What follows belongs to an exercise in optimizing a design on an open flow for small area, a short achievable clock period and few clock cycles; a production flow would make more cautious choices.
RTL that was checked went through simulation tests only; none was proved equivalent to the original.
For runs 3 to 8, only the layout was checked, not whether the RTL still works.

===== flow/config.mk =====
export PLATFORM = sky130hd
export DESIGN_NAME = interpolation
export DESIGN_NICKNAME = interpolation
export VERILOG_FILES = /design/flow/design.v
export SDC_FILE = /design/flow/constraint.sdc
export NUM_CORES = 4
export LEC_CHECK = 0
export CAP_MARGIN = 20
export CORE_MARGIN = 2
export CORE_UTILIZATION = 40
export PLACE_DENSITY = 0.6
export SLEW_MARGIN = 20

===== flow/constraint.sdc =====
create_clock -name core_clock -period 12.0 [get_ports {clk}]
set_input_delay 2.4000 -clock core_clock [delete_from_list [all_inputs] [get_ports {clk}]]
set_output_delay 2.4000 -clock core_clock [all_outputs]
set_load 0.01 [all_outputs]

===== flow/design.v =====
module interpolation (
    input           clk,
    input           RST,
    input           START,
    input   [5:0]   H0,
    input   [5:0]   V0,
    input   [3:0]   SW,
    input   [3:0]   SH,
    output          REN,
    input   [7:0]   R_DATA,
    output  [11:0]  ADDR,
    output  [7:0]   O_DATA,
    output          O_VALID
);
    reg [5:0] h0;
    reg [3:0] dh, dv;            
    reg       ract;
    reg [4:0] rrow;
    reg [3:0] rfv;               
    reg [5:0] rtop;              
    reg [3:0] rj;                
    reg       rph;               
    reg [11:0] addr;
    reg       ren;
    reg [2:0] cr;                
    reg [1:0] k1, k2, k3;
    reg [3:0] f1, f2, f3;
    reg [7:0] rd, tp;
    parameter Q = 4;
    reg [7:0] q [0:Q-1];
    wire [7:0] qL = q[0], qR = q[1];
    reg [2:0] cnt;
    reg       oact;
    reg [4:0] oc, orow;
    reg [3:0] ofh;
    reg [7:0] odata;
    reg       ovalid;
    assign REN = ren;
    assign ADDR = addr;
    assign O_DATA = odata;
    assign O_VALID = ovalid;
    function [7:0] lerp;
        input [7:0] a, b;
        input [3:0] f;
        reg [7:0] m0, m1, m2, m3;
        reg [11:0] s;
        begin
            m0 = f[0] ? b : a;
            m1 = f[1] ? b : a;
            m2 = f[2] ? b : a;
            m3 = f[3] ? b : a;
            s = a + m0 + (m1 << 1) + (m2 << 2) + (m3 << 3);
            lerp = s[11:4];
        end
    endfunction
    wire       prod = k3[0];
    wire [7:0] cval = k3[1] ? lerp(tp, rd, f3) : rd;
    wire       need2 = (ofh != 4'd0);
    wire       fire = oact && (cnt != 3'd0) && (!need2 || cnt > 3'd1);
    wire [4:0] hsum = {1'b0, ofh} + {1'b0, dh};
    wire       rowend = (oc == 5'd16);
    wire       shift = fire && (rowend || hsum[4]);
    wire [7:0] oval = need2 ? lerp(qL, qR, ofh) : qL;
    wire       issue_first = ract && !rph && (cr != 3'd0 || shift);
    wire       issue = issue_first || (ract && rph);
    wire       direct = (rfv == 4'd0);
    wire       col_done = rph || (issue_first && direct);
    wire       row_done = col_done && (rj == dh);
    wire [4:0] vsum = {1'b0, rfv} + {1'b0, dv};
    wire [2:0] wslot = cnt - {2'b0, shift};
    always @(posedge clk or posedge RST) begin
        if (RST) begin
            ract <= 1'b0;
            oact <= 1'b0;
            ren <= 1'b1;
            k1 <= 2'd0;
            k2 <= 2'd0;
            k3 <= 2'd0;
            cnt <= 3'd0;
            cr <= Q;
            ovalid <= 1'b0;
        end else begin
            k1 <= issue ? (rph ? 2'd3 : (direct ? 2'd1 : 2'd2)) : 2'd0;
            k2 <= k1;
            k3 <= k2;
            cr <= cr - {2'b0, issue_first} + {2'b0, shift};
            ren <= !issue;
            if (row_done && rrow == 5'd16) ract <= 1'b0;
            ovalid <= fire;
            if (fire && rowend && orow == 5'd16) oact <= 1'b0;
            cnt <= cnt - {2'b0, shift} + {2'b0, prod};
            if (START) begin
                ract <= 1'b1;
                oact <= 1'b1;
            end
        end
    end
    integer i;
    always @(posedge clk) begin
        rd <= R_DATA;
        tp <= rd;
        f1 <= rfv;
        f2 <= f1;
        f3 <= f2;
        if (issue) begin
            if (rph)
                addr <= {addr[11:6] + 6'd1, addr[5:0]};
            else
                addr <= {rtop, (rj == 4'd0) ? h0 : addr[5:0] + 6'd1};
        end
        if (issue_first && !direct) rph <= 1'b1;
        if (col_done) begin
            rph <= 1'b0;
            if (row_done) begin
                rj <= 4'd0;
                rrow <= rrow + 5'd1;
                rfv <= vsum[3:0];
                rtop <= rtop + {5'd0, vsum[4]};
            end else begin
                rj <= rj + 4'd1;
            end
        end
        for (i = 0; i < Q; i = i + 1) begin
            if (prod && wslot == i)
                q[i] <= cval;
            else if (shift && i < Q - 1)
                q[i] <= q[i + 1];
        end
        if (fire) begin
            odata <= oval;
            if (rowend) begin
                oc <= 5'd0;
                ofh <= 4'd0;
                orow <= orow + 5'd1;
            end else begin
                oc <= oc + 5'd1;
                ofh <= hsum[3:0];
            end
        end
        if (START) begin
            h0 <= H0;
            dh <= SW - 4'd1;
            dv <= SH - 4'd1;
            rtop <= V0;
            rfv <= 4'd0;
            rrow <= 5'd0;
            rj <= 4'd0;
            rph <= 1'b0;
            oc <= 5'd0;
            ofh <= 4'd0;
            orow <= 5'd0;
        end
    end
endmodule

===== flow/flow/run.sh =====
#!/bin/bash
# Standard layout, with repair_timing aiming well below the clock period.
set -euo pipefail
bash standard.sh SETUP_SLACK_MARGIN=8.5 finish > flow_standard.log 2>&1

===== flow/standard.sh =====
#!/bin/bash
# synth_recipe.tcl (not shown) runs the flow's synth.tcl, then flattens the netlist and writes it again
# the make line also repeats each setting of config.mk as NAME=value (left out here)
make -C /OpenROAD-flow-scripts/flow DESIGN_CONFIG=/design/flow/config.mk WORK_HOME=/design/flow/orfs CLKGATE_MAP_FILE= SYNTH_SCRIPT=/design/flow/synth_recipe.tcl "${@:-finish}"

==> out/metrics.cfg, run 1 <==
[logic_synthesis]
synth_common_cells=90 x inv_1, 72 x edfxtp_1, 68 x nand2_1
avgSynthCellArea_um2=10.5
syn_area_um2=8730
yosys_register_bits=144
netlist.area_leader.share=0.248
syn_nets=958
synth_most_common_cell=inv_1
syn_inst=830
synth_area_leaders=edfxtp_1 25%, dfxtp_1 13%, fa_1 10%, ha_1 7.5%, mux2i_1 5.7%
ys_async_sr_fraction=0.111
synth.largest_area_cell=edfxtp_1
synth_cell_types=61
synth-edff-count=72
ys_warn_count=2
ys.flop_type=edfxtp_1
seq_area_frac_synth=0.422

[placed_design]
io_buffers=52
hpwl_um=11600
place_area_um2=9630
place_congestion=0.751

[setup_path]
critPathTopFamily=adder cells
critPathMaxStageDelay_ns=0.55
arrival_ns=4.41
crit_path_start_kind=flop
cp_slowest_cell=fa_1
crit_chain=buf_4, buf_4, mux2_2, fa_1, inv_1, fa_1, fa_1, inv_1, ha_4, o21a_1, a2111oi_4, buf_4, or4_1, nand3_1
path_max_fanout=8
worst-path-buf-inv=5
end_kind=flop
worst-r2r-setup-slack_ns=7.88
worstSetupPathType=flop to flop
critical_path_required_ns=12.29

[cts]
ctsRootBufferMaster=clkbuf_16
clock_insertion_delay_worst_skew_ns=0.43
cts_tree=done
hold_buffers=0
htreeDepth=4
clk_path_buf_depth=2
numCtsBuffers=17
clkTransAtPathRegs_ns=0.06
clock-sinks=144

[detailed_routing]
viasPerCell=5.03
ant_nets=0
drc=0
vias=6266
first_iter_violations=275
drtPass1Iterations=6
wirelength_um=18100
wl_per_cell_um=14.5

[timing]
worst_pin_slew_ns=1.04
maxSlewHeadroom=0.301
tns_ns=0
finClkSkew_ns=0.0108
fmax_mhz=243
setup-violations-final=0
hold_viol=0
maxSlewViolCount=0
rsz0062_at_grt=yes
post-route-min-period_ns=4.12
fin_crit_sh=0.343

[global_routing]
antenna_found_initial=0
grt_pass1_wl_um=30600
grt_max_degree=55
grt_overflow=0
grt_use_total=0.169
grt_pass1_vias=6391

[floorplan]
die_h_um=152
coreArea_um2=21600
die_w_um=152
initial_core_util=0.404
num_io_pins=53
row_count=54
die-area_um2=23000

[outcome]
status=no timing/DRC/antenna violations

[final_layout]
finalInstanceArea_um2=11300
diodes=0
area.growth.synth_to_final_pct=29.2
nets=1080
drive_gt1_frac=0.250

[flow_run]
cap_violations=0

[min_path]
hold_class=flop to flop

## timing repair
action / 4_1_cts / 5_1_grt
gates cloned: 4 / 0
resized for setup: 117 / 76
setup endpoints to repair: 123 / 102
pin swaps: 37 / 36
buffers inserted: 53 / 21
## routing by layer
layer  wire [um]  track usage  vias to the layer above
met2        8960        0.282                       82
met3         475       0.0287                       18
met5           0            0                        -
met4         260       0.0597                        0
met1        8380        0.221                     3018
li1            -            -                     3148
## per-stage QoR
stage / hold WS [ns] / setup WS, ns / cells / utilization
3_5_place_dp: 0.312 / 7.04 / 1135 / 0.445
5_1_grt: 0.334 / 7.67 / 1245 / 0.522
2_1_floorplan: 0.310 / 7.90 / 830 / -
3_3_place_gp: 0.312 / 7.23 / 1135 / 0.445
4_1_cts: 0.326 / 7.86 / 1224 / 0.504
6_report: 0.325 / 7.88 / 1245 / 0.522
## path summary, 6_finish.rpt
path	start	endpoint	depth (start not counted)
hold reg to reg	f2[1]	f3[1]	0
max in group asynchronous	RST	k1[0]	2
min in group asynchronous	RST	k1[1]	2
setup / recovery	f3[0]	q[0][7]	14
setup reg to reg	f3[0]	q[0][7]	14
hold / removal	f2[1]	f3[1]	0
## kinds of logic (layout without fill, tap and decap cells)
family | count (synthesis) | in the layout | share of synthesized area
AOI/OAI and AO/OA | 148 | 148 | 0.102
buffers and inverters | 121 | 252 | 0.0559
adders and majority gates | 97 | 97 | 0.178
muxes | 68 | 68 | 0.0805
xor gates and xnor gates | 42 | 42 | 0.0421
DFF | 144 | 144 | 0.422
and+or+nand+nor | 210 | 214 | 0.120
## final cells by class
cell class	instances	area, um^2
clock buffer	21	483
clock inverter	11	140
fill	1903	10300
inverter	91	352
multi-input combinational	569	5140
sequential	144	3710
tap	280	350
timing repair buffer	129	1100
## sequential cells by signal, indices dropped and copies added, names as in the netlist, 5 cells and up
name / count
addr: 12
h0: 6
oc: 5
odata: 8
orow: 5
q: 32
rd: 8
rrow: 5
rtop: 6
tp: 8
## layout by cell type (no fill, tap or decap), drive strengths merged, types with 4 or more instances in the layout
master         synthesis  routed
a211o                  4       4
a211oi                 4       4
a21o                  11      11
a21oi                 47      47
a31oi                  4       4
and2                   6       6
and3                   5       5
buf                   10      84
clkbuf                20      27
clkdlybuf4s15          0      10
clkdlybuf4s50          0      29
dfrtp                 14      14
dfxtp                 56      56
edfxtp                72      72
fa                    45      45
ha                    52      52
inv                   91      97
mux2                  18      18
mux2i                 50      50
nand2                 68      68
nand2b                 5       5
nand3                 32      32
nand4                  7      10
nor2                  46      46
nor2b                  6       6
nor3                   7       7
nor3b                  7       7
nor4                   5       6
o21ai                 57      57
o31ai                  6       6
or4                    4       4
xnor2                 23      23
xor2                  19      19
Testbench counts, summed over its fixed seeds: cycles 32,877.
==> run 2, diff against run 1 <==
==> flow/run.sh (new file) <==
#!/bin/bash
# synth_recipe.tcl (not shown) runs the flow's synth.tcl, then flattens the netlist and writes it again
# the make line also repeats each setting of config.mk as NAME=value (left out here)
make -C /OpenROAD-flow-scripts/flow DESIGN_CONFIG=/design/flow/config.mk WORK_HOME=/design/flow/orfs CLKGATE_MAP_FILE= SYNTH_SCRIPT=/design/flow/synth_recipe.tcl finish
removed: flow/flow/run.sh
removed: flow/standard.sh
==> run 2 against run 1 <==
Compared with the run above: still clean; final cell count shrank 6.3%; flip-flop and latch count unchanged; sequential share of layout area grew 3.7 points; first-iteration DRC count is 9.5% higher; largest cell class unchanged.
==> out/metrics.cfg, run 2 <==
[outcome]
status=no timing/DRC/antenna violations

[setup_path]
worstSetupPathType=flop to flop
arrival_ns=5.02
worst-r2r-setup-slack_ns=7.14
r2r-start=f3[0]
crit_path_start_kind=flop
critical_path_required_ns=12.16
rr_endpoint=q[1][7]
ff2ff_path_depth=14
end_kind=flop
path_max_fanout=8

[logic_synthesis]
synth.largest_area_cell=edfxtp_1
synth_area_leaders=edfxtp_1 25%, dfxtp_1 13%, fa_1 10%, ha_1 7.5%, mux2i_1 5.7%
avgSynthCellArea_um2=10.5
synth_common_cells=90 x inv_1, 72 x edfxtp_1, 68 x nand2_1
syn_nets=958
ys_warn_count=2
ys_async_sr_fraction=0.111
synth-edff-count=72
syn_area_um2=8730
netlist.area_leader.share=0.248
ys.flop_type=edfxtp_1
synth_most_common_cell=inv_1
syn_inst=830
synth_cell_types=61
seq_area_frac_synth=0.422
yosys_register_bits=144

[timing]
rsz0062_at_grt=no
setup-violations-final=0
maxSlewViolCount=0
hold_viol=0
maxSlewHeadroom=0.495
tns_ns=0
worst_pin_slew_ns=0.755
layout_setup_ws_ns=7.14
fin_crit_sh=0.405
fmax_mhz=206
finClkSkew_ns=0.0168
post-route-min-period_ns=4.86

[floorplan]
die_w_um=152
num_io_pins=53
row_count=54
die_h_um=152
die-area_um2=23000
initial_core_util=0.404
coreArea_um2=21600

[detailed_routing]
vias=5890
wl_per_cell_um=14.5
wirelength_um=16900
ant_nets=0
drc=0
first_iter_violations=301
drtPass1Iterations=5
viasPerCell=5.05

[cts]
post_cts_buffers=0
ctsRootBufferMaster=clkbuf_16
cts_tree=done
clk_path_buf_depth=2
htreeDepth=4
cts_resized=0
numCtsBuffers=17
clkTransAtPathRegs_ns=0.06
clock-sinks=144
clock_insertion_delay_worst_skew_ns=0.43
hold_buffers=0

[final_layout]
diodes=0
nets=1002
drive_gt1_frac=0.0755
top_regs=q: 32 flops, addr: 12 flops
area.growth.synth_to_final_pct=15.2
layout.cells.non_filler=1167
fillers=2018
largest_register_ffs=32
finalInstanceArea_um2=10100
final_cell_mix=90 x inv_1, 72 x edfxtp_1, 68 x nand2_1, 56 x dfxtp_1, 55 x o21ai_0
largest-register=q
final_common_cell=inv_1

[global_routing]
grt_pass1_wl_um=28900
antenna_found_initial=0
grt_overflow=0
grt_pass1_vias=5837
grt_use_total=0.159
grt_max_degree=55

[placed_design]
place_congestion=0.786
hpwl_um=12400
io_buffers=52
place_area_um2=9470
placed_cells_incl_taps=1135
dp_slack_ns=7.13

[min_path]
hold_end=f3[3]
min_from=f2[3]
hold_depth=0
hold_class=flop to flop

[flow_run]
cap_violations=0

run 2: cell counts after synthesis:
No cell type changed its count.
run 2: final cells by class:
type	instances	area (um^2)	share of cell area
Sequential cell	144	3690	0.366
Inverter	91	342	0.0340
Clock buffer	20	468	0.0465
Tap cell	280	350	0.0348
Multi-Input combinational cell	565	4560	0.453
Clock inverter	12	115	0.0114
Timing Repair Buffer	55	538	0.0535
run 2: worst max path at each step:
stage / endpoint / start
finish: q[1][7] / f3[0]
global route: q[3][7] / f3[0]
CTS: q[3][7] / f3[0]
detailed placement: q[3][7] / f3[0]
global placement: q[2][7] / f3[1]
floorplan: q[0][7] / f3[1]
run 2: layer usage:
layer	track usage	wire length [um]
met5	0	0
met4	0.0440	197
met2	0.255	8060
met3	0.0353	600
met1	0.218	8090
run 2: worst max-delay path, stage by stage (launching register included):
cell and delay [ns]:
dfxtp_1 0.57, mux2i_1 0.18, fa_1 0.53, inv_1 0.06, fa_1 0.52, inv_1 0.06, fa_1 0.53, nand4bb_1 0.17
nor2_1 0.08, fa_1 0.40, a21o_1 0.22, a211o_1 0.34, a2111oi_2 0.66, or4_1 0.22, nand3_1 0.06
run 2: cell families (layout without fill, tap and decap cells):
family | after synthesis | after routing | synth area share
flip-flops | 144 | 144 | 0.422
multiplexers | 68 | 68 | 0.0805
XOR/XNOR | 42 | 42 | 0.0421
AND/OR/NAND/NOR | 210 | 210 | 0.120
buffers and inverters | 121 | 178 | 0.0559
AO/OA/AOI/OAI | 148 | 148 | 0.102
adder cells (fa/ha/maj) | 97 | 97 | 0.178
run 2: through the flow:
| stage | util | hold slack [ns] |
|---|---|---|
| after floorplan | - | 0.310 |
| after detailed placement | 0.438 | 0.313 |
| final | 0.465 | 0.318 |
| after global placement | 0.438 | 0.312 |
| after CTS | 0.465 | 0.323 |
| after global routing | 0.465 | 0.327 |
==> run 3, diff against run 2 <==
--- a/flow/design.v
+++ b/flow/design.v
@@ -14,2 +14,3 @@
 );
+    parameter Q = 5;
     reg [5:0] h0;
@@ -25,12 +26,14 @@
     reg [2:0] cr;                
-    reg [1:0] k1, k2, k3;
+    reg [1:0] k1, k2, k3, k4;
     reg [3:0] f1, f2, f3;
     reg [7:0] rd, tp;
-    parameter Q = 4;
+    reg [9:0] vp;
+    reg [9:0] vr;
     reg [7:0] q [0:Q-1];
-    wire [7:0] qL = q[0], qR = q[1];
     reg [2:0] cnt;
-    reg       oact;
-    reg [4:0] oc, orow;
+    reg [4:0] oc;
     reg [3:0] ofh;
+    reg [9:0] hp;
+    reg [9:0] hr;
+    reg       hv;
     reg [7:0] odata;
@@ -41,3 +44,3 @@
     assign O_VALID = ovalid;
-    function [7:0] lerp;
+    function [19:0] lerp_a;
         input [7:0] a, b;
@@ -45,3 +48,2 @@
         reg [7:0] m0, m1, m2, m3;
-        reg [11:0] s;
         begin
@@ -51,10 +53,21 @@
             m3 = f[3] ? b : a;
-            s = a + m0 + (m1 << 1) + (m2 << 2) + (m3 << 3);
-            lerp = s[11:4];
+            lerp_a[19:10] = {2'b0, a} + {2'b0, m0} + {1'b0, m1, 1'b0};
+            lerp_a[9:0] = {2'b0, m2} + {1'b0, m3, 1'b0};
         end
     endfunction
-    wire       prod = k3[0];
-    wire [7:0] cval = k3[1] ? lerp(tp, rd, f3) : rd;
+    function [7:0] lerp_b;
+        input [9:0] p;
+        input [9:0] r;
+        reg [11:0] s;
+        begin
+            s = {2'b0, p} + {r, 2'b0};
+            lerp_b = s[11:4];
+        end
+    endfunction
+    wire       prod = k4[0];
+    wire [7:0] cval = lerp_b(vp, vr);
+    wire [7:0] qL = q[0];
+    wire [7:0] qR = q[1];
     wire       need2 = (ofh != 4'd0);
-    wire       fire = oact && (cnt != 3'd0) && (!need2 || cnt > 3'd1);
+    wire       fire = (cnt != 3'd0) && (!need2 || cnt > 3'd1);
     wire [4:0] hsum = {1'b0, ofh} + {1'b0, dh};
@@ -62,3 +75,2 @@
     wire       shift = fire && (rowend || hsum[4]);
-    wire [7:0] oval = need2 ? lerp(qL, qR, ofh) : qL;
     wire       issue_first = ract && !rph && (cr != 3'd0 || shift);
@@ -73,3 +85,2 @@
             ract <= 1'b0;
-            oact <= 1'b0;
             ren <= 1'b1;
@@ -78,4 +89,6 @@
             k3 <= 2'd0;
+            k4 <= 2'd0;
             cnt <= 3'd0;
             cr <= Q;
+            hv <= 1'b0;
             ovalid <= 1'b0;
@@ -85,2 +98,3 @@
             k3 <= k2;
+            k4 <= k3;
             cr <= cr - {2'b0, issue_first} + {2'b0, shift};
@@ -88,9 +102,6 @@
             if (row_done && rrow == 5'd16) ract <= 1'b0;
-            ovalid <= fire;
-            if (fire && rowend && orow == 5'd16) oact <= 1'b0;
+            if (START) ract <= 1'b1;
             cnt <= cnt - {2'b0, shift} + {2'b0, prod};
-            if (START) begin
-                ract <= 1'b1;
-                oact <= 1'b1;
-            end
+            hv <= fire;
+            ovalid <= hv;
         end
@@ -101,2 +112,3 @@
         tp <= rd;
+        {vp, vr} <= lerp_a(k3[1] ? tp : rd, rd, k3[1] ? f3 : 4'd0);
         f1 <= rfv;
@@ -128,4 +140,5 @@
         end
+        {hp, hr} <= lerp_a(qL, qR, ofh);
+        odata <= lerp_b(hp, hr);
         if (fire) begin
-            odata <= oval;
             if (rowend) begin
@@ -133,3 +146,2 @@
                 ofh <= 4'd0;
-                orow <= orow + 5'd1;
             end else begin
@@ -150,3 +162,2 @@
             ofh <= 4'd0;
-            orow <= 5'd0;
         end
==> run 3 against run 2 <==
Compared with the run above: wire length down 5.3%; die area up 7.1%; critical path type unchanged; still clean; non-clock buffer count unchanged; highest routed layer unchanged.
==> out/metrics.cfg, run 3 <==
[final_layout]
final_common_cell=dfxtp_1
area.growth.synth_to_final_pct=15.4
top_regs=q: 40 flops, addr: 12 flops
largest-register=q
drive_gt1_frac=0.136
final_cell_mix=95 x dfxtp_1, 78 x nand2_1, 72 x mux2_2, 72 x edfxtp_1, 67 x ha_1
layout.cells.non_filler=1215
nets=1008
largest_register_ffs=40
utilization=0.473
diodes=0

[cts]
clkTransAtPathRegs_ns=0.07
clk_path_buf_depth=2
post_cts_buffers=0
cts_resized=0
htreeDepth=4
cts_tree=done
numCtsBuffers=17
hold_buffers=0
clock-sinks=184
ctsRootBufferMaster=clkbuf_16
clock_insertion_delay_worst_skew_ns=0.43

[timing]
hold_viol=0
hold_ws_ns=0.329
rsz0062_at_grt=no
maxSlewViolCount=0
tns_ns=0
fmax_mhz=241
maxSlewHeadroom=0.408
post-route-min-period_ns=4.15
worst_pin_slew_ns=0.886
setup-violations-final=0
finClkSkew_ns=0.0151
fin_crit_sh=0.346

[placed_design]
hpwl_um=11900
placed_cells_incl_taps=1183
place_congestion=0.788
io_buffers=52

[detailed_routing]
drtPass1Iterations=4
drc=0
wl_per_cell_um=13.2
first_iter_violations=218
wirelength_um=16100
vias=5832
viasPerCell=4.80
ant_nets=0

[min_path]
hold_class=flop to flop
hold_end=f2[1]
hold_depth=0
min_from=f1[1]

[floorplan]
row_count=55
die_w_um=157
coreArea_um2=22800
initial_core_util=0.410
die_h_um=157
num_io_pins=53
die-area_um2=24700

[logic_synthesis]
syn_nets=953
synth_common_cells=95 x dfxtp_1, 78 x nand2_1, 72 x edfxtp_1, 72 x mux2_2, 67 x ha_1
synth_cell_types=56
ys_warn_count=2
synth_area_leaders=edfxtp_1 23%, dfxtp_1 20%, ha_1 8.9%, mux2_2 8.7%, fa_1 4.5%
synth-edff-count=72
ys.flop_type=dfxtp_1
avgSynthCellArea_um2=11.2
synth.largest_area_cell=edfxtp_1
seq_area_frac_synth=0.480
syn_area_um2=9370
syn_inst=834
synth_most_common_cell=dfxtp_1
yosys_register_bits=184
netlist.area_leader.share=0.231
ys_async_sr_fraction=0.0924

[setup_path]
ff2ff_path_depth=11
cpMostUsedCell=ha_1
worstSetupPathType=flop to flop
arrival_ns=4.33
crit_path_start_kind=flop
cp_slowest_cell=dfxtp_1
crit_chain=ha_1, nor2b_1, o21a_1, o21ai_1, inv_1, ha_1, ha_1, xnor2_1, nand2_1, nor3_1, mux2_2
rr_endpoint=q[3][7]
end_kind=flop
critPathMaxStageDelay_ns=0.68
critical_path_required_ns=12.17
r2r-start=ofh[2]
path_max_fanout=12
worst-r2r-setup-slack_ns=7.85

[global_routing]
grt_pass1_wl_um=27200
grt_use_total=0.138
antenna_found_initial=0
grt_overflow=0
grt_max_degree=44
grt_pass1_vias=5933

[outcome]
status=no timing/DRC/antenna violations

[flow_run]
cap_violations=0

[run 3: changes by cell type in the layout (fill, tap and decap cells not counted), moves of 19 or more]
cell     previous run  this run
dfxtp_1            56        95
xnor2_1            23        42
o21ai_0            55        36
inv_1              90        65
fa_1               45        21
mux2_2             18        72
mux2i_1            50        24
[run 3: layout make-up]
| class | count | area (um^2) |
|---|---|---|
| clock buffer | 21 | 493 |
| clock inverter | 11 | 97.6 |
| fill | 2162 | 12000 |
| inverter | 66 | 253 |
| multi-input combinational | 565 | 4540 |
| sequential | 184 | 4490 |
| tap | 313 | 392 |
| timing repair buffer | 55 | 543 |
[run 3: stage by stage]
| stage | setup WS (ns) | area [um^2] |
|---|---|---|
| floorplan | 8.56 | 9370 |
| global placement | 7.88 | 10200 |
| detailed placement | 7.87 | 10200 |
| CTS | 7.84 | 10800 |
| global route | 7.49 | 10800 |
| finish | 7.85 | 10800 |
[run 3: kinds of logic after synthesis]
family | Yosys count | synth area share
buffers and inverters | 85 | 0.0362
and+or+nand+nor | 201 | 0.101
AOI/OAI and AO/OA | 113 | 0.0743
DFF | 184 | 0.480
muxes | 96 | 0.112
adders and majority gates | 88 | 0.134
xor gates and xnor gates | 67 | 0.0626
[run 3: critical path: cells and delay by family, from the launching register on]
kind | cells | cell delay (ns)
flip-flops | 1 | 0.68
AND/OR/NAND/NOR | 3 | 0.94
adder cells (fa/ha/maj) | 3 | 0.77
AO/OA/AOI/OAI | 2 | 0.64
XOR/XNOR | 1 | 0.35
buffers and inverters | 1 | 0.12
multiplexers | 1 | 0.41
[run 3: worst max path at each step]
stage                     startpoint      end  slack (ns)  depth (start not counted)
after global placement         START  rtop[5]        7.88                          3
after floorplan               ofh[1]  q[3][1]        8.56                         13
final                         ofh[2]  q[3][7]        7.85                         11
after global routing          ofh[2]  q[3][7]        7.49                         11
after detailed placement      ofh[2]  q[3][7]        7.87                         11
after CTS                     ofh[2]  q[1][2]        7.84                         11
[run 3: per-layer routing]
layer  vias up  part of all wire  GRT usage
li1       3013                 -          -
met1      2748              0.48      0.174
met2        59              0.49      0.239
met3        12             0.024     0.0297
met4         0            0.0093     0.0364
met5         -                 0          0
==> run 4, diff against run 3 <==
==> flow/flow/run.sh (new file) <==
#!/bin/bash
# Standard layout, with repair_timing aiming well below the clock period.
set -euo pipefail
bash standard.sh SETUP_SLACK_MARGIN=8.6 finish > flow_standard.log 2>&1
==> flow/standard.sh (new file) <==
#!/bin/bash
# synth_recipe.tcl (not shown) runs the flow's synth.tcl, then flattens the netlist and writes it again
# the make line also repeats each setting of config.mk as NAME=value (left out here)
make -C /OpenROAD-flow-scripts/flow DESIGN_CONFIG=/design/flow/config.mk WORK_HOME=/design/flow/orfs CLKGATE_MAP_FILE= SYNTH_SCRIPT=/design/flow/synth_recipe.tcl "${@:-finish}"
removed: flow/run.sh
==> run 4 against run 3 <==
Compared with the run above: via count increased by 1.3%; register-to-register slack improved by 0.88 ns; global-route usage increased by 0.20 points; design area increased by 1.4%; critical endpoint is now REN; critical path depth decreased by 10; non-clock buffer count increased by 17.
==> out/metrics.cfg, run 4 <==
[logic_synthesis]
ys_async_sr_fraction=0.0924
synth_area_leaders=edfxtp_1 23%, dfxtp_1 20%, ha_1 8.9%, mux2_2 8.7%, fa_1 4.5%
syn_nets=953
synth_most_common_cell=dfxtp_1
ys_warn_count=2
synth_common_cells=95 x dfxtp_1, 78 x nand2_1, 72 x edfxtp_1, 72 x mux2_2, 67 x ha_1
avgSynthCellArea_um2=11.2
netlist.area_leader.share=0.231
ys.flop_type=dfxtp_1
yosys_register_bits=184
seq_area_frac_synth=0.480
synth-edff-count=72
syn_area_um2=9370
synth.largest_area_cell=edfxtp_1
syn_inst=834
synth_cell_types=56

[setup_path]
crit_chain=buf_6
end_kind=output port
critical_path_required_ns=9.60
ff2ff_path_depth=13
arrival_ns=1.05
r2r-start=oc[0]
crit_path_start_kind=flop
rr_endpoint=q[1][2]
critPathMaxStageDelay_ns=0.53
critPathTopFamily=flip-flops
worstSetupPathType=flop to output port
cp_slowest_cell=dfstp_2
worst-r2r-setup-slack_ns=8.73
path_max_fanout=1
worst-path-buf-inv=1

[final_layout]
final_common_cell=dfxtp_1
largest_register_ffs=40
nets=1026
layout.cells.non_filler=1233
area.growth.synth_to_final_pct=16.9
final_cell_mix=89 x dfxtp_1, 73 x nand2_1, 72 x mux2_2, 72 x edfxtp_1, 67 x ha_1
largest-register=q
fillers=2142
diodes=0
drive_gt1_frac=0.200
top_regs=q: 40 flops, addr: 12 flops

[detailed_routing]
drc=0
ant_nets=0
first_iter_violations=216
viasPerCell=4.79
wirelength_um=16400
vias=5909
wl_per_cell_um=13.3
drtPass1Iterations=4

[timing]
finClkSkew_ns=0.0119
rsz0062_at_grt=yes
fin_crit_sh=0.287
post-route-min-period_ns=3.45
fmax_mhz=290
maxSlewViolCount=0
setup-violations-final=0
tns_ns=0
maxSlewHeadroom=0.485
worst_pin_slew_ns=0.773
hold_viol=0

[cts]
cts_tree=done
clkTransAtPathRegs_ns=0.07
clock-sinks=184
clock_insertion_delay_worst_skew_ns=0.43
clk_path_buf_depth=2
numCtsBuffers=17
ctsRootBufferMaster=clkbuf_16
htreeDepth=4
hold_buffers=0

[global_routing]
grt_pass1_wl_um=27600
grt_overflow=0
grt_max_degree=44
grt_pass1_vias=6013
antenna_found_initial=0
grt_use_total=0.140

[min_path]
min_from=f1[1]
hold_class=flop to flop
hold_depth=0
hold_end=f2[1]

[floorplan]
die_w_um=157
row_count=55
initial_core_util=0.410
num_io_pins=53
coreArea_um2=22800
die-area_um2=24700
die_h_um=157

[outcome]
status=no timing/DRC/antenna violations

[flow_run]
cap_violations=0

[placed_design]
place_congestion=0.788
io_buffers=52
hpwl_um=11900
placed_cells_incl_taps=1183

-- run 4: routing by layer --
layer  GRT usage  share of wire  vias up
met5           0              0        -
met2       0.244           0.49       54
met4      0.0364         0.0096        0
met1       0.177           0.48     2794
met3      0.0297          0.022       11
li1            -              -     3050
-- run 4: cells by family (layout without fill, tap and decap cells) --
family          Yosys count  after routing  share of synthesized area
buf+inv                  85            170                     0.0362
compound gates          113            113                     0.0743
simple gates            201            202                      0.101
xor+xnor                 67             67                     0.0626
mux                      96             96                      0.112
flops                   184            184                      0.480
fa+ha+maj                88             88                      0.134
-- run 4: worst max-delay path by stage --
stage,from,cells after the start,endpoint,slack [ns]
final,ren,1,REN,8.55
after global routing,ren,1,REN,8.53
after CTS,ren,1,REN,8.53
after detailed placement,ofh[2],11,q[3][7],7.87
after global placement,START,3,rtop[5],7.88
after floorplan,ofh[1],13,q[3][1],8.56
-- run 4: layout make-up --
class                           count  area, um^2  share of cell area
Clock buffer                       21         493              0.0450
Clock inverter                     11        97.6             0.00891
Inverter                           66         253              0.0231
Multi-Input combinational cell    566        4630               0.422
Sequential cell                   184        4510               0.411
Tap cell                          313         392              0.0358
Timing Repair Buffer               72         587              0.0536
-- run 4: metrics by stage --
stage | util | hold slack [ns] | worst slack [ns] | instance area [um^2]
global placement | 0.447 | 0.312 | 7.88 | 10200
CTS | 0.478 | 0.332 | 8.53 | 10900
detailed placement | 0.447 | 0.315 | 7.87 | 10200
finish | 0.479 | 0.329 | 8.55 | 11000
floorplan | - | 0.310 | 8.56 | 9370
global route | 0.479 | 0.335 | 8.53 | 11000
-- run 4: what timing repair did --
item	in CTS	in global routing
setup endpoints to repair	114	89
setup buffers	13	4
pin swaps	2	3
cloned	0	1
gates resized for setup	90	23
==> run 5, diff against run 4 <==
==> flow/flow/run.sh (replaced) <==
#!/bin/bash
set -euo pipefail
bash standard.sh SETUP_SLACK_MARGIN=8.6 "BUFFER_PORTS_ARGS=-buffer_cell sky130_fd_sc_hd__buf_1" finish > flow_standard.log 2>&1
==> run 5 against run 4 <==
Compared with the run above: design area decreased by 0.53%; sequential share of layout area increased by 0.26 points; still clean; first-iteration DRC count increased by 33%; critical path depth unchanged; via count increased by 0.96%.
==> out/metrics.cfg, run 5 <==
[outcome]
status=no timing/DRC/antenna violations

[logic_synthesis]
netlist.area_leader.share=0.231
avgSynthCellArea_um2=11.2
synth_cell_types=56
synth-edff-count=72
seq_area_frac_synth=0.480
ys.flop_type=dfxtp_1
yosys_register_bits=184
syn_nets=953
ys_warn_count=2
synth.largest_area_cell=edfxtp_1
syn_inst=834
synth_common_cells=95 x dfxtp_1, 78 x nand2_1, 72 x edfxtp_1, 72 x mux2_2, 67 x ha_1
syn_area_um2=9370
synth_most_common_cell=dfxtp_1
synth_area_leaders=edfxtp_1 23%, dfxtp_1 20%, ha_1 8.9%, mux2_2 8.7%, fa_1 4.5%
ys_async_sr_fraction=0.0924

[final_layout]
nets=1041
area.growth.synth_to_final_pct=16.3
largest-register=q
drive_gt1_frac=0.198
top_regs=q: 40 flops, addr: 12 flops
final_common_cell=dfxtp_1
fillers=2122
multi_input_area_um2=4610
regArea_um2=4510
largest_register_ffs=40
utilization=0.477
diodes=0
final_cell_mix=89 x dfxtp_1, 73 x nand2_1, 72 x mux2_2, 72 x edfxtp_1, 66 x ha_1

[detailed_routing]
viasPerCell=4.78
vias=5966
wirelength_um=16200
ant_nets=0
wl_per_cell_um=13.0
drc=0
drtPass1Iterations=4
first_iter_violations=288

[global_routing]
grt_pass1_wl_um=27300
grt_pass1_vias=5820
grt_max_degree=44
antenna_found_initial=0
grt_use_total=0.137
grt_overflow=0

[timing]
layout_setup_ws_ns=8.55
setup-violations-final=0
hold_ws_ns=0.329
hold_viol=0
post-route-min-period_ns=3.45
worst_pin_slew_ns=0.850
fin_crit_sh=0.288
maxSlewViolCount=0
maxSlewHeadroom=0.432
rsz0062_at_grt=yes
tns_ns=0
finClkSkew_ns=0.0106
fmax_mhz=290

[setup_path]
cp_slowest_cell=dfstp_2
critPathMaxStageDelay_ns=0.53
worstSetupPathType=flop to output port
worst-path-buf-inv=1
end_kind=output port
crit_path_start_kind=flop
critical_path_required_ns=9.60
arrival_ns=1.05
critPathTopFamily=flip-flops
path_max_fanout=1
crit_chain=buf_6

[placed_design]
hpwl_um=11700
dp_slack_ns=7.88
io_buffers=52
place_congestion=0.738

[floorplan]
num_io_pins=53
row_count=55
initial_core_util=0.410
die_w_um=157
coreArea_um2=22800
die_h_um=157
die-area_um2=24700

[cts]
htreeDepth=4
clock_insertion_delay_worst_skew_ns=0.43
hold_buffers=0
clkTransAtPathRegs_ns=0.07
clock-sinks=184
clk_path_buf_depth=2
ctsRootBufferMaster=clkbuf_16
numCtsBuffers=17
cts_tree=done

[flow_run]
cap_violations=0

[min_path]
hold_class=flop to flop

-- run 5: cell count changes in the layout (fill, tap and decap cells not counted), moves of 3 or more --
cell             delta
buf_1              +40
buf_4              +16
buf_2              -13
inv_4               -3
clkdlybuf4s50_1    -30
-- run 5: timing repair --
item / in CTS / in global routing
endpoints found under the setup margin: 96 / 86
pin swaps: 1 / 4
gates cloned: 0 / 1
buffers inserted: 12 / 21
resized for setup: 17 / 24
-- run 5: path summary, 6_finish.rpt --
kind,slack (ns),start,cells after the start,endpoint
max in group asynchronous,9.47,RST,2,k3[1]
hold / removal,0.33,f2[2],0,f3[2]
setup reg to reg,8.76,oc[0],13,q[1][5]
min in group asynchronous,2.06,RST,2,k3[1]
hold reg to reg,0.33,f2[2],0,f3[2]
setup / recovery,8.55,ren,1,REN
-- run 5: metrics by stage --
stage               std cells  area (um^2)
floorplan                 834         9370
finish                   1248        10900
global route             1248        10900
global placement         1182         9880
detailed placement       1182         9880
CTS                      1226        10700
-- run 5: cell families (layout without fill, tap and decap cells) --
| logic type | count (synthesis) | after routing | share of synthesized area |
|---|---|---|---|
| and+or+nand+nor | 201 | 201 | 0.101 |
| DFF | 184 | 184 | 0.480 |
| AOI/OAI and AO/OA | 113 | 113 | 0.0743 |
| muxes | 96 | 96 | 0.112 |
| adders and majority gates | 88 | 88 | 0.134 |
| buffers and inverters | 85 | 186 | 0.0362 |
| xor gates and xnor gates | 67 | 67 | 0.0626 |
-- run 5: final cells by class --
class                   instances  share of cell area
clock buffers                  17              0.0390
repair buffers                 88              0.0477
flip-flops and latches        184               0.414
multi-input cells             565               0.423
clock inverters                15              0.0169
inverters                      66              0.0232
well taps                     313              0.0359
-- run 5: layer usage --
layer	track usage	share of wire
met1	0.179	0.48
met2	0.232	0.49
met3	0.0248	0.019
met4	0.0442	0.012
met5	0	0
==> run 6, diff against run 5 <==
--- a/flow/config.mk
+++ b/flow/config.mk
@@ -10,2 +10,3 @@
 export CORE_UTILIZATION = 40
+export CTS_BUF_LIST = sky130_fd_sc_hd__clkbuf_8
 export PLACE_DENSITY = 0.6
==> run 6 against run 5 <==
Compared with the run above: die area unchanged; critical path type unchanged; critical path depth unchanged; final cell count shrank 0.56%; register-to-register slack worse by 0.03 ns.
==> out/metrics.cfg, run 6 <==
[timing]
post-route-min-period_ns=3.50
hold_viol=0
maxSlewViolCount=0
maxSlewHeadroom=0.429
fin_crit_sh=0.291
worst_pin_slew_ns=0.854
rsz0062_at_grt=yes
tns_ns=0
finClkSkew_ns=0.0165
setup-violations-final=0
fmax_mhz=286

[setup_path]
rr_endpoint=q[1][1]
cp_slowest_cell=dfstp_2
path_depth=1
critical_path_required_ns=9.60
worst-r2r-setup-slack_ns=8.73
worst-path-buf-inv=1
end_kind=output port
crit_chain=buf_6
critPathTopFamily=flip-flops
worstSetupPathType=flop to output port
crit_path_start_kind=flop
path_max_fanout=1
critPathMaxStageDelay_ns=0.54
ff2ff_path_depth=13
arrival_ns=1.10
r2r-start=oc[0]

[final_layout]
nets=1034
regArea_um2=4510
finalInstanceArea_um2=10600
final_common_cell=dfxtp_1
drive_gt1_frac=0.199
diodes=0
largest_register_ffs=40
top_regs=q: 40 flops, addr: 12 flops
multi_input_area_um2=4610
largest-register=q
area.growth.synth_to_final_pct=13.5
final_cell_mix=89 x dfxtp_1, 73 x nand2_1, 72 x mux2_2, 72 x edfxtp_1, 67 x ha_1
fillers=2165

[cts]
ctsRootBufferMaster=clkbuf_8
cts_tree=done
clock_insertion_delay_worst_skew_ns=0.47
clk_path_buf_depth=2
clock-sinks=184
htreeDepth=4
hold_buffers=0
clkTransAtPathRegs_ns=0.10
numCtsBuffers=17

[floorplan]
num_io_pins=53
initial_core_util=0.410
die_w_um=157
die_h_um=157
row_count=55
die-area_um2=24700
coreArea_um2=22800

[logic_synthesis]
seq_area_frac_synth=0.480
avgSynthCellArea_um2=11.2
synth-edff-count=72
syn_area_um2=9370
synth_most_common_cell=dfxtp_1
synth.largest_area_cell=edfxtp_1
ys_async_sr_fraction=0.0924
ys_warn_count=2
ys.flop_type=dfxtp_1
syn_nets=953
synth_common_cells=95 x dfxtp_1, 78 x nand2_1, 72 x edfxtp_1, 72 x mux2_2, 67 x ha_1
synth_area_leaders=edfxtp_1 23%, dfxtp_1 20%, ha_1 8.9%, mux2_2 8.7%, fa_1 4.5%
synth_cell_types=56
netlist.area_leader.share=0.231
syn_inst=834
yosys_register_bits=184

[placed_design]
hpwl_um=11700
place_congestion=0.738
place_area_um2=9880
io_buffers=52

[detailed_routing]
ant_nets=0
drc=0
drtPass1Iterations=4
vias=5908
viasPerCell=4.76
wl_per_cell_um=12.8
wirelength_um=15900
first_iter_violations=216

[flow_run]
cap_violations=0

[outcome]
status=no timing/DRC/antenna violations

[global_routing]
grt_pass1_wl_um=26900
grt_use_total=0.135
antenna_found_initial=0
grt_pass1_vias=5735
grt_overflow=0
grt_max_degree=44

[min_path]
min_from=f1[2]
hold_depth=0
hold_end=f2[2]
hold_class=flop to flop

run 6: worst max-delay path by stage:
| stage | start | end | slack, ns |
|---|---|---|---|
| global placement | ofh[2] | q[3][1] | 7.99 |
| global route | ren | REN | 8.46 |
| finish | ren | REN | 8.50 |
| detailed placement | ofh[2] | q[1][1] | 7.88 |
| CTS | ren | REN | 8.47 |
| floorplan | ofh[1] | q[3][1] | 8.56 |
run 6: area by class of cell:
class,count,share of cell area
clock buffer,17,0.0220
clock inverter,15,0.0173
inverter,66,0.0238
multi-input combinational,566,0.434
sequential,184,0.424
tap,313,0.0368
timing repair buffer,80,0.0423
run 6: cells by family (layout without fill, tap and decap cells):
family	Yosys count	after routing	share of synthesized area
flops	184	184	0.480
compound gates	113	113	0.0743
mux	96	96	0.112
buf+inv	85	178	0.0362
fa+ha+maj	88	88	0.134
simple gates	201	202	0.101
xor+xnor	67	67	0.0626
run 6: metal layers:
metal	vias up	wire length, um	global-route usage
met2	66	7770	0.227
li1	3064	-	-
met1	2771	7690	0.178
met5	-	0	0
met4	0	110	0.0403
met3	7	367	0.0273
run 6: timing repair:
action / CTS / global route
pin swaps: 1 / 4
endpoints found under the setup margin: 98 / 91
cloned: 0 / 1
buffers inserted: 12 / 14
gates resized for setup: 18 / 28
run 6: through the flow:
step / hold slack (ns) / util / setup slack (ns) / cells
2_1_floorplan: 0.310 / - / 8.56 / 834
3_3_place_gp: 0.311 / 0.433 / 7.99 / 1182
3_5_place_dp: 0.312 / 0.433 / 7.88 / 1182
4_1_cts: 0.336 / 0.458 / 8.47 / 1226
5_1_grt: 0.341 / 0.465 / 8.46 / 1241
6_report: 0.336 / 0.465 / 8.50 / 1241
==> run 7, diff against run 6 <==
--- a/flow/config.mk
+++ b/flow/config.mk
@@ -10,3 +10,3 @@
 export CORE_UTILIZATION = 40
-export CTS_BUF_LIST = sky130_fd_sc_hd__clkbuf_8
+export CTS_BUF_LIST = sky130_fd_sc_hd__clkbuf_4 sky130_fd_sc_hd__clkbuf_8
 export PLACE_DENSITY = 0.6
==> run 7 against run 6 <==
Compared with the run above: setup slack unchanged; global-route usage unchanged; flip-flop and latch count stayed put; clock skew is the same; count of clock-buffer cells in the layout did not move; area after synthesis unchanged; design area stayed put; via count unchanged; critical path type unchanged; largest cell class unchanged.
==> out/metrics.cfg, run 7 <==
[final_layout]
final_common_cell=dfxtp_1
area.growth.synth_to_final_pct=13.5
largest-register=q
final_cell_mix=89 x dfxtp_1, 73 x nand2_1, 72 x mux2_2, 72 x edfxtp_1, 67 x ha_1
drive_gt1_frac=0.199
utilization=0.465
fillers=2165
nets=1034
top_regs=q: 40 flops, addr: 12 flops
largest_register_ffs=40
diodes=0

[cts]
hold_buffers=0
ctsRootBufferMaster=clkbuf_8
clk_path_buf_depth=2
numCtsBuffers=17
clock_insertion_delay_worst_skew_ns=0.47
htreeDepth=4
clkTransAtPathRegs_ns=0.10
cts_tree=done
clock-sinks=184

[logic_synthesis]
ys_async_sr_fraction=0.0924
ys_warn_count=2
avgSynthCellArea_um2=11.2
synth-edff-count=72
synth_common_cells=95 x dfxtp_1, 78 x nand2_1, 72 x edfxtp_1, 72 x mux2_2, 67 x ha_1
syn_inst=834
syn_area_um2=9370
seq_area_frac_synth=0.480
ys.flop_type=dfxtp_1
synth_most_common_cell=dfxtp_1
synth.largest_area_cell=edfxtp_1
yosys_register_bits=184
synth_cell_types=56
synth_area_leaders=edfxtp_1 23%, dfxtp_1 20%, ha_1 8.9%, mux2_2 8.7%, fa_1 4.5%
syn_nets=953
netlist.area_leader.share=0.231

[floorplan]
num_io_pins=53
initial_core_util=0.410
row_count=55
die-area_um2=24700
die_w_um=157
coreArea_um2=22800
die_h_um=157

[setup_path]
critPathTopFamily=flip-flops
crit_chain=buf_6
crit_path_start_kind=flop
critical_path_required_ns=9.60
critPathMaxStageDelay_ns=0.54
arrival_ns=1.10
path_max_fanout=1
worstSetupPathType=flop to output port
worst-path-buf-inv=1
cp_slowest_cell=dfstp_2
end_kind=output port

[detailed_routing]
wl_per_cell_um=12.8
vias=5908
ant_nets=0
wirelength_um=15900
drc=0
first_iter_violations=216
viasPerCell=4.76
drtPass1Iterations=4

[timing]
rsz0062_at_grt=yes
tns_ns=0
post-route-min-period_ns=3.50
worst_pin_slew_ns=0.854
maxSlewHeadroom=0.429
fin_crit_sh=0.291
setup-violations-final=0
maxSlewViolCount=0
fmax_mhz=286
hold_viol=0
finClkSkew_ns=0.0165

[global_routing]
grt_max_degree=44
antenna_found_initial=0
grt_use_total=0.135
grt_overflow=0
grt_pass1_wl_um=26900
grt_pass1_vias=5735

[placed_design]
place_congestion=0.738
hpwl_um=11700
io_buffers=52

[outcome]
status=no timing/DRC/antenna violations

[flow_run]
cap_violations=0

[min_path]
hold_class=flop to flop

run 7: cell counts in the layout (fill, tap and decap cells not counted):
Identical to the previous run, type by type.
run 7: metal layers:
layer  up-vias  global-route usage  wire length, um
met5         -                   0                0
met2        66               0.227             7770
met3         7              0.0273              367
met4         0              0.0403              110
li1       3064                   -                -
met1      2771               0.178             7690
run 7: worst paths after layout:
path	startpoint	end	slack, ns	depth (start not counted)
worst max-delay path	ren	REN	8.50	1
worst min-delay path	f1[2]	f2[2]	0.34	0
worst max register to register	oc[0]	q[1][1]	8.73	13
worst min register to register	f1[2]	f2[2]	0.34	0
max in group asynchronous	RST	k3[1]	9.50	2
min in group asynchronous	RST	k1[0]	2.02	2
run 7: area by class of cell:
cell class / count / area [um^2] / share of cell area
flip-flops and latches: 184 / 4510 / 0.424
multi-input cells: 566 / 4610 / 0.434
well taps: 313 / 392 / 0.0368
inverters: 66 / 253 / 0.0238
repair buffers: 80 / 449 / 0.0423
clock buffers: 17 / 234 / 0.0220
clock inverters: 15 / 184 / 0.0173
run 7: cells by family after synthesis:
group	Yosys count	share of synthesized area
AND/OR/NAND/NOR	201	0.101
multiplexers	96	0.112
flip-flops	184	0.480
AO/OA/AOI/OAI	113	0.0743
adder cells (fa/ha/maj)	88	0.134
buffers and inverters	85	0.0362
XOR/XNOR	67	0.0626
run 7: repair_timing:
item / CTS / global route
setup buffers: 12 / 14
resized for setup: 18 / 28
gates cloned: 0 / 1
setup endpoints to repair: 98 / 91
pin swaps: 1 / 4
run 7: worst register-to-register path: stages (launching register included):
cell and delay, ns:
dfxtp_4 0.37, inv_1 0.04, ha_1 0.19, and4bb_2 0.27
or2_2 0.32, o21ai_4 0.20, inv_1 0.08, ha_1 0.18
ha_1 0.21, xnor2_2 0.27, nand2_2 0.16, nor3b_4 0.23
buf_12 0.16, mux2_2 0.33
run 7: per-stage QoR:
stage	std cells	hold slack [ns]	setup WS (ns)	area [um^2]
3_3_place_gp	1182	0.311	7.99	9880
2_1_floorplan	834	0.310	8.56	9370
3_5_place_dp	1182	0.312	7.88	9880
5_1_grt	1241	0.341	8.46	10600
4_1_cts	1226	0.336	8.47	10500
6_report	1241	0.336	8.50	10600
==> run 8, diff against run 7 <==
--- a/flow/design.v
+++ b/flow/design.v
@@ -18,3 +18,3 @@
     reg       ract;
-    reg [4:0] rrow;
+    reg [4:0] rrow;              
     reg [3:0] rfv;               
@@ -26,3 +26,3 @@
     reg [2:0] cr;                
-    reg [1:0] k1, k2, k3, k4;
+    reg       b1, v2, b2, v3, b3, p4;
     reg [3:0] f1, f2, f3;
@@ -33,3 +33,3 @@
     reg [2:0] cnt;
-    reg [4:0] oc;
+    reg [4:0] oc;                
     reg [3:0] ofh;
@@ -44,2 +44,7 @@
     assign O_VALID = ovalid;
+    localparam [4:0] FIRST = 5'd1, LAST = 5'd24;
+    function [4:0] step;
+        input [4:0] x;
+        step = {x[3:0], x[4] ^ x[2]};
+    endfunction
     function [19:0] lerp_a;
@@ -66,3 +71,3 @@
     endfunction
-    wire       prod = k4[0];
+    wire       prod = p4;
     wire [7:0] cval = lerp_b(vp, vr);
@@ -73,3 +78,3 @@
     wire [4:0] hsum = {1'b0, ofh} + {1'b0, dh};
-    wire       rowend = (oc == 5'd16);
+    wire       rowend = (oc == LAST);
     wire       shift = fire && (rowend || hsum[4]);
@@ -81,2 +86,3 @@
     wire [4:0] vsum = {1'b0, rfv} + {1'b0, dv};
+    wire [5:0] rbot = rtop + 6'd1;
     wire [2:0] wslot = cnt - {2'b0, shift};
@@ -86,6 +92,5 @@
             ren <= 1'b1;
-            k1 <= 2'd0;
-            k2 <= 2'd0;
-            k3 <= 2'd0;
-            k4 <= 2'd0;
+            v2 <= 1'b0;
+            v3 <= 1'b0;
+            p4 <= 1'b0;
             cnt <= 3'd0;
@@ -95,9 +100,8 @@
         end else begin
-            k1 <= issue ? (rph ? 2'd3 : (direct ? 2'd1 : 2'd2)) : 2'd0;
-            k2 <= k1;
-            k3 <= k2;
-            k4 <= k3;
+            v2 <= !ren;
+            v3 <= v2;
+            p4 <= v3 && (b3 || f3 == 4'd0);
             cr <= cr - {2'b0, issue_first} + {2'b0, shift};
             ren <= !issue;
-            if (row_done && rrow == 5'd16) ract <= 1'b0;
+            if (row_done && rrow == LAST) ract <= 1'b0;
             if (START) ract <= 1'b1;
@@ -112,3 +116,6 @@
         tp <= rd;
-        {vp, vr} <= lerp_a(k3[1] ? tp : rd, rd, k3[1] ? f3 : 4'd0);
+        b1 <= rph;
+        b2 <= b1;
+        b3 <= b2;
+        {vp, vr} <= lerp_a(b3 ? tp : rd, rd, f3);
         f1 <= rfv;
@@ -118,3 +125,3 @@
             if (rph)
-                addr <= {addr[11:6] + 6'd1, addr[5:0]};
+                addr <= {rbot, addr[5:0]};
             else
@@ -127,5 +134,5 @@
                 rj <= 4'd0;
-                rrow <= rrow + 5'd1;
+                rrow <= step(rrow);
                 rfv <= vsum[3:0];
-                rtop <= rtop + {5'd0, vsum[4]};
+                if (vsum[4]) rtop <= rbot;
             end else begin
@@ -144,6 +151,6 @@
             if (rowend) begin
-                oc <= 5'd0;
+                oc <= FIRST;
                 ofh <= 4'd0;
             end else begin
-                oc <= oc + 5'd1;
+                oc <= step(oc);
                 ofh <= hsum[3:0];
@@ -157,6 +164,6 @@
             rfv <= 4'd0;
-            rrow <= 5'd0;
+            rrow <= FIRST;
             rj <= 4'd0;
             rph <= 1'b0;
-            oc <= 5'd0;
+            oc <= FIRST;
             ofh <= 4'd0;
==> flow/flow/run.sh (replaced) <==
#!/bin/bash
# The standard layout, with repair_timing aiming below the clock period and
# port buffers of the smallest buffer cell.
set -euo pipefail
bash standard.sh SETUP_SLACK_MARGIN=8.6 "BUFFER_PORTS_ARGS=-buffer_cell sky130_fd_sc_hd__buf_1"  finish > flow_standard.log 2>&1
--- a/flow/config.mk
+++ b/flow/config.mk
@@ -10,3 +10,3 @@
 export CORE_UTILIZATION = 40
-export CTS_BUF_LIST = sky130_fd_sc_hd__clkbuf_4 sky130_fd_sc_hd__clkbuf_8
+export CTS_BUF_LIST = sky130_fd_sc_hd__clkbuf_8
 export PLACE_DENSITY = 0.6
==> run 8 against run 7 <==
Compared with the run above: fmax is essentially flat; sequential share of layout area grew 1.0 points; via count shrank 3.7%; wire length shrank 3.5%; die area shrank 1.9%; critical path depth is the same; core utilization shrank 1.0 points; synthesized cell count shrank 4.9%; first-iteration DRC count grew 23%; still clean; final cell count shrank 6.4%; highest routed layer unchanged.
==> out/metrics.cfg, run 8 <==
[outcome]
status=no timing/DRC/antenna violations

[final_layout]
top_regs=q: 40 flops, addr: 12 flops
finalInstanceArea_um2=10300
nets=977
fillers=2112
drive_gt1_frac=0.205
largest_register_ffs=40
area.growth.synth_to_final_pct=11.8
diodes=0
largest-register=q
final_common_cell=dfxtp_1
final_cell_mix=93 x dfxtp_1, 87 x mux2_2, 72 x edfxtp_1, 62 x ha_1, 58 x inv_1

[min_path]
hold_class=flop to flop

[logic_synthesis]
syn_inst=793
yosys_register_bits=183
avgSynthCellArea_um2=11.6
syn_nets=907
synth_common_cells=98 x dfxtp_1, 87 x mux2_2, 72 x edfxtp_1
ys_warn_count=2
netlist.area_leader.share=0.235
synth.largest_area_cell=edfxtp_1
synth_most_common_cell=dfxtp_1
synth_area_leaders=edfxtp_1 24%, dfxtp_1 21%, mux2_2 11%, ha_1 8.4%, fa_1 4.6%
ys.flop_type=dfxtp_1
ys_async_sr_fraction=0.0710
syn_area_um2=9190
synth-edff-count=72
synth_cell_types=58
seq_area_frac_synth=0.485

[floorplan]
row_count=55
coreArea_um2=22600
die-area_um2=24200
num_io_pins=53
die_w_um=156
initial_core_util=0.407
die_h_um=156

[global_routing]
grt_pass1_wl_um=26100
grt_use_total=0.133
antenna_found_initial=0
grt_max_degree=50
grt_pass1_vias=5556
grt_overflow=0

[detailed_routing]
wl_per_cell_um=13.2
vias=5690
first_iter_violations=265
drtPass1Iterations=4
ant_nets=0
wirelength_um=15400
viasPerCell=4.90
drc=0

[cts]
clk_path_buf_depth=2
cts_tree=done
clkTransAtPathRegs_ns=0.09
htreeDepth=4
hold_buffers=0
ctsRootBufferMaster=clkbuf_8
clock_insertion_delay_worst_skew_ns=0.45
numCtsBuffers=17
clock-sinks=183

[timing]
maxSlewViolCount=0
tns_ns=0
post-route-min-period_ns=3.49
maxSlewHeadroom=0.439
finClkSkew_ns=0.0167
fin_crit_sh=0.291
hold_viol=0
fmax_mhz=286
setup-violations-final=0
rsz0062_at_grt=yes
worst_pin_slew_ns=0.834

[setup_path]
crit_chain=buf_6
end_kind=output port
arrival_ns=1.09
critPathTopFamily=flip-flops
cp_slowest_cell=dfstp_2
path_max_fanout=2
worst-path-buf-inv=1
crit_path_start_kind=flop
worstSetupPathType=flop to output port
critPathMaxStageDelay_ns=0.55
critical_path_required_ns=9.60

[placed_design]
place_area_um2=9660
hpwl_um=11200
place_congestion=0.779
io_buffers=52

[flow_run]
cap_violations=0

==> run 8: timing repair <==
| action | CTS | global route |
|---|---|---|
| buffers inserted | 12 | 6 |
| gates resized for setup | 14 | 19 |
| pin swaps | 3 | 1 |
| setup endpoints to repair | 81 | 71 |
==> run 8: kinds of logic after synthesis <==
group | count (synthesis) | share of synthesized area
flip-flops | 183 | 0.485
AND/OR/NAND/NOR | 170 | 0.0900
AO/OA/AOI/OAI | 114 | 0.0786
multiplexers | 102 | 0.123
adder cells (fa/ha/maj) | 83 | 0.130
buffers and inverters | 78 | 0.0335
XOR/XNOR | 63 | 0.0601
==> run 8: final timing paths <==
path | from | end | slack [ns] | cells after the start
min in group asynchronous | RST | ovalid | 1.93 | 2
min reg2reg | b2 | b3 | 0.33 | 0
max | ren | REN | 8.51 | 1
max in group asynchronous | RST | cr[0] | 9.70 | 2
max reg2reg | dh[0] | q[3][1] | 8.78 | 14
min | b2 | b3 | 0.33 | 0
==> run 8: cell type report <==
class | instances | area [um^2] | area share
Timing Repair Buffer | 72 | 383 | 0.0373
Inverter | 57 | 214 | 0.0208
Clock inverter | 15 | 146 | 0.0142
Tap cell | 285 | 357 | 0.0347
Multi-Input combinational cell | 532 | 4480 | 0.436
Sequential cell | 183 | 4460 | 0.435
Clock buffer | 17 | 234 | 0.0228
==> run 8: worst reg2reg max path, stage by stage (launching register included) <==
cell,delay (ns)
edfxtp_1,0.42
ha_1,0.23
inv_1,0.07
fa_1,0.18
nand2b_1,0.17
a21oi_4,0.09
o21ai_4,0.21
inv_2,0.08
ha_1,0.19
ha_1,0.21
xnor2_2,0.28
nand2_2,0.15
nor3_4,0.22
buf_12,0.16
mux2_2,0.32
==> run 8: layer usage <==
| layer | up-vias | track usage | part of all wire |
|---|---|---|---|
| met4 | 0 | 0.0507 | 0.017 |
| met5 | - | 0 | 0 |
| met2 | 63 | 0.223 | 0.47 |
| li1 | 2950 | - | - |
| met1 | 2659 | 0.172 | 0.49 |
| met3 | 18 | 0.0242 | 0.022 |
==> run 8: per-stage QoR <==
step / std cells / utilization / hold slack, ns / setup WS, ns
after detailed placement: 1111 / 0.428 / 0.313 / 8.04
after floorplan: 793 / - / 0.310 / 8.57
after global placement: 1111 / 0.428 / 0.312 / 8.14
after global routing: 1161 / 0.455 / 0.335 / 8.45
after CTS: 1155 / 0.451 / 0.334 / 8.47
final: 1161 / 0.455 / 0.330 / 8.51

separate check: timing with driven ports:
No port has a modelled driver above. Below, the same layouts with a new extraction and two added sets of constraints.
Step 1 (the two cells are an assumption about what drives the block):
set clk [get_ports {clk}]
set_driving_cell -lib_cell sky130_fd_sc_hd__clkbuf_16 $clk
set_driving_cell -lib_cell sky130_fd_sc_hd__buf_2 [delete_from_list [all_inputs] $clk]
Step 2 times the ports against the registers' clock, not the clock port: input delays grow and output delays shrink by t, the midpoint of the rising clock arrivals with the driver on.
Three values: no drivers, after step 1, after step 2; two values: the first two.
run	t, ns	setup WS [ns]	worst hold slack (ns)	clock arrival spread, ns	slew at the worst register clock pin (ns)
run 1	0.474	7.883 / 7.883 / 7.883	0.325 / 0.325 / 0.325	0.014 / 0.015	0.07 / 0.07
run 2	0.460	7.141 / 7.141 / 7.141	0.318 / 0.318 / 0.318	0.018 / 0.019	0.07 / 0.07
run 3	0.469	7.847 / 7.847 / 7.847	0.329 / 0.329 / 0.329	0.017 / 0.017	0.08 / 0.08
run 4	0.467	8.553 / 8.510 / 8.178	0.329 / 0.329 / 0.329	0.015 / 0.015	0.08 / 0.08
run 5	0.470	8.549 / 8.503 / 8.326	0.329 / 0.329 / 0.329	0.013 / 0.014	0.08 / 0.08
run 6	0.493	8.505 / 8.468 / 8.336	0.336 / 0.336 / 0.336	0.022 / 0.022	0.11 / 0.11
run 7	0.493	8.505 / 8.468 / 8.336	0.336 / 0.336 / 0.336	0.022 / 0.022	0.11 / 0.11
run 8	0.486	8.507 / 8.467 / 8.381	0.330 / 0.330 / 0.330	0.020 / 0.020	0.10 / 0.10
After both steps setup and hold are still met in every run listed. The setup slack of run 4, which loses most, moves by -0.043 ns with the drivers and by -0.375 ns with both steps.
